Source: an optimization exercise on an open RTL-to-GDS flow (aim: small area). Production flows keep margins and buffers that such runs may drop.

==> run X <==
==> flow/design.v (excerpt) <==
module Cordic(clk,rst,phase_step,xin,yin,xout,yout);
input clk;
input rst;
input signed [31:0] phase_step;
input signed [15:0] xin,yin;
output signed [21:0] xout,yout;
reg [31:0] phase_acc;
wire [31:0] ap_s;
wire ap_c1;
FA ap_f0 (.a(phase_acc[0]), .b(phase_step[0]), .c(1'b0), .s(ap_s[0]), .co(ap_c1));
wire ap_c2;
FA ap_f1 (.a(phase_acc[1]), .b(phase_step[1]), .c(ap_c1), .s(ap_s[1]), .co(ap_c2));
wire ap_c3;
FA ap_f2 (.a(phase_acc[2]), .b(phase_step[2]), .c(ap_c2), .s(ap_s[2]), .co(ap_c3));
wire ap_c4;
FA ap_f3 (.a(phase_acc[3]), .b(phase_step[3]), .c(ap_c3), .s(ap_s[3]), .co(ap_c4));
wire ap_c5;
FA ap_f4 (.a(phase_acc[4]), .b(phase_step[4]), .c(ap_c4), .s(ap_s[4]), .co(ap_c5));
wire ap_z5;
wire ap_k6;
HA ap_h5 (.a(phase_acc[5]), .b(phase_step[5]), .s(ap_z5), .co(ap_k6));
XO ap_x5 (.a(ap_z5), .b(ap_c5), .y(ap_s[5]));
wire ap_z6;
wire ap_k7;
FA ap_f6 (.a(phase_acc[6]), .b(phase_step[6]), .c(ap_k6), .s(ap_z6), .co(ap_k7));
wire ap_T6 = ap_z5;
wire ap_u6 = ap_c5 & ap_T6;
XO ap_x6 (.a(ap_z6), .b(ap_u6), .y(ap_s[6]));
wire ap_z7;
wire ap_k8;
FA ap_f7 (.a(phase_acc[7]), .b(phase_step[7]), .c(ap_k7), .s(ap_z7), .co(ap_k8));
wire ap_T7 = ap_T6 & ap_z6;
wire ap_u7 = ap_c5 & ap_T7;
XO ap_x7 (.a(ap_z7), .b(ap_u7), .y(ap_s[7]));
wire ap_z8;
wire ap_k9;
FA ap_f8 (.a(phase_acc[8]), .b(phase_step[8]), .c(ap_k8), .s(ap_z8), .co(ap_k9));
wire ap_T8 = ap_T7 & ap_z7;
wire ap_u8 = ap_c5 & ap_T8;
XO ap_x8 (.a(ap_z8), .b(ap_u8), .y(ap_s[8]));
wire ap_z9;
wire ap_k10;
  ...
Settings: LEC_CHECK=0, CAP_MARGIN=20, CORE_MARGIN=2, CORE_UTILIZATION=60, CTS_CLUSTER_DIAMETER=100, CTS_CLUSTER_SIZE=30, SLEW_MARGIN=20, SYNTH_HIERARCHICAL=1, SYNTH_MINIMUM_KEEP_SIZE=0; clock period 5.0 ns.
run.sh (not shown) runs the stock make flow with config.mk's settings and CLKGATE_MAP_FILE= SYNTH_SCRIPT=/design/flow/synth_recipe.tcl, a recipe that flattens the netlist after the stock synthesis.
==> inputs of run H, as changes to run X <==
CORE_UTILIZATION = 70   (was 60)
CTS_CLUSTER_DIAMETER = 80   (was 100)
CTS_CLUSTER_SIZE = 25   (was 30)
==> summary of the runs <==
Critical path depth: run X is lower than run H (1).
Register-to-register slack: run X is higher than run H (0.04 ns).
In synthesized cell count, run X and run H do not differ.
Against run X, the utilization of run H is higher by 10 points.
==> figures <==
	run X	run H
Status	timing/DRC/antenna clean	timing/DRC/antenna clean
Arrival time of the worst setup path	5.49 ns	5.48 ns
Detailed Routing Iterations Pass 1	5	7
Die Height	355 microns	329 microns
Met3 usage	0.0243	0.0278
Total via count after detailed routing	44700	45500
Proportion of cell area occupied by registers	0.354	0.354
Post-cts resize count	0	1
Final period demand of the worst path	4.86 ns	4.89 ns
Storage cell area	28400 sq um	28400 sq um
Global-route total usage across every layer	0.225	0.266
No functional check of the RTL was part of any run of this note.

==> xenon <==
Another version of the RTL of Cordic (not shown whole).
clock: 5.0 ns
lec_check: 0
cap_margin: 20
core_margin: 2
core_utilization: 40
cts_cluster_diameter: 100
cts_cluster_size: 30
slew_margin: 20
synth_hierarchical: 1
synth_minimum_keep_size: 0
==> inputs of zinc, as changes to xenon <==
- CORE_UTILIZATION: 40 -> 60
==> inputs of delta, as changes to xenon <==
- CTS_BUF_LIST: not set -> sky130_fd_sc_hd__clkbuf_4 sky130_fd_sc_hd__clkbuf_8
- CTS_CLUSTER_DIAMETER: 100 -> not set
- CTS_CLUSTER_SIZE: 30 -> 40
==> reports/summary.txt <==
Outcome -> timing/DRC/antenna clean
Seq/total area -> 33.8%
Hold EP -> Z0[22]
Final core occ -> 65.7%
Worst-path fanout max -> 6
Setup slack at placement -> -0.00438 ns
Worst path slowest cell -> fa_1
Routability cong. -> 0.882
WP data required -> 5.59 ns
-- figures above: zinc

==> reports/summary.txt <==
Hold EP -> Z0[2]
Final core occ -> 44.7%
Worst-path fanout max -> 7
Outcome -> timing/DRC/antenna clean
Routability cong. -> 0.854
Seq/total area -> 33.1%
Worst path slowest cell -> dfxtp_4
WP data required -> 5.61 ns
-- figures above: xenon

==> reports/summary.txt <==
Setup slack at placement -> -0.353 ns
Final core occ -> 46.4%
Outcome -> timing/DRC/antenna clean
Worst path slowest cell -> fa_1
Worst-path fanout max -> 6
WP data required -> 5.82 ns
Hold EP -> Z0[0]
Routability cong. -> 0.854
-- figures above: delta

No run of this note included a check of the RTL's function; only the layout flow was run.

[re-timing with driven ports]
No port has a modelled driver above. Below, the same layouts with a new extraction and two added sets of constraints.
Step 1 sets driving cells, clkbuf_16 on the clock port and buf_2 on the other inputs (assumed; they add their load-dependent delay and slew).
Step 2, shift: input delay + t, output delay - t, t = (earliest + latest rising clock arrival at the registers) / 2. This alone moves slack from input paths to output paths.
a / b / c = ideal / step 1 / step 2; a / b = the first two.
run | shift t [ns] | setup WS [ns] | hold slack, ns | worst register clock-pin slew, ns | pins driven straight from the clock port
run X | 0.774 | 0.145 / 0.145 / -0.473 | 0.304 / 0.304 / 0.304 | 0.12 / 0.12 | 1
run H | 0.736 | 0.109 / 0.109 / -0.337 | 0.332 / 0.332 / 0.332 | 0.10 / 0.10 | 1
xenon | 0.790 | 0.145 / 0.145 / 0.145 | 0.346 / 0.346 / 0.346 | 0.12 / 0.12 | 1
zinc | 0.768 | 0.153 / 0.153 / 0.153 | 0.366 / 0.366 / 0.366 | 0.12 / 0.12 | 1
delta | 1.010 | 0.123 / 0.123 / 0.123 | 0.359 / 0.359 / 0.359 | 0.07 / 0.07 | 1
Met with ideal ports but missed after step 2: setup timing in run X and run H. For run X, which loses most, drivers alone change the setup slack by 0.000 ns; drivers and shift together by -0.618 ns.
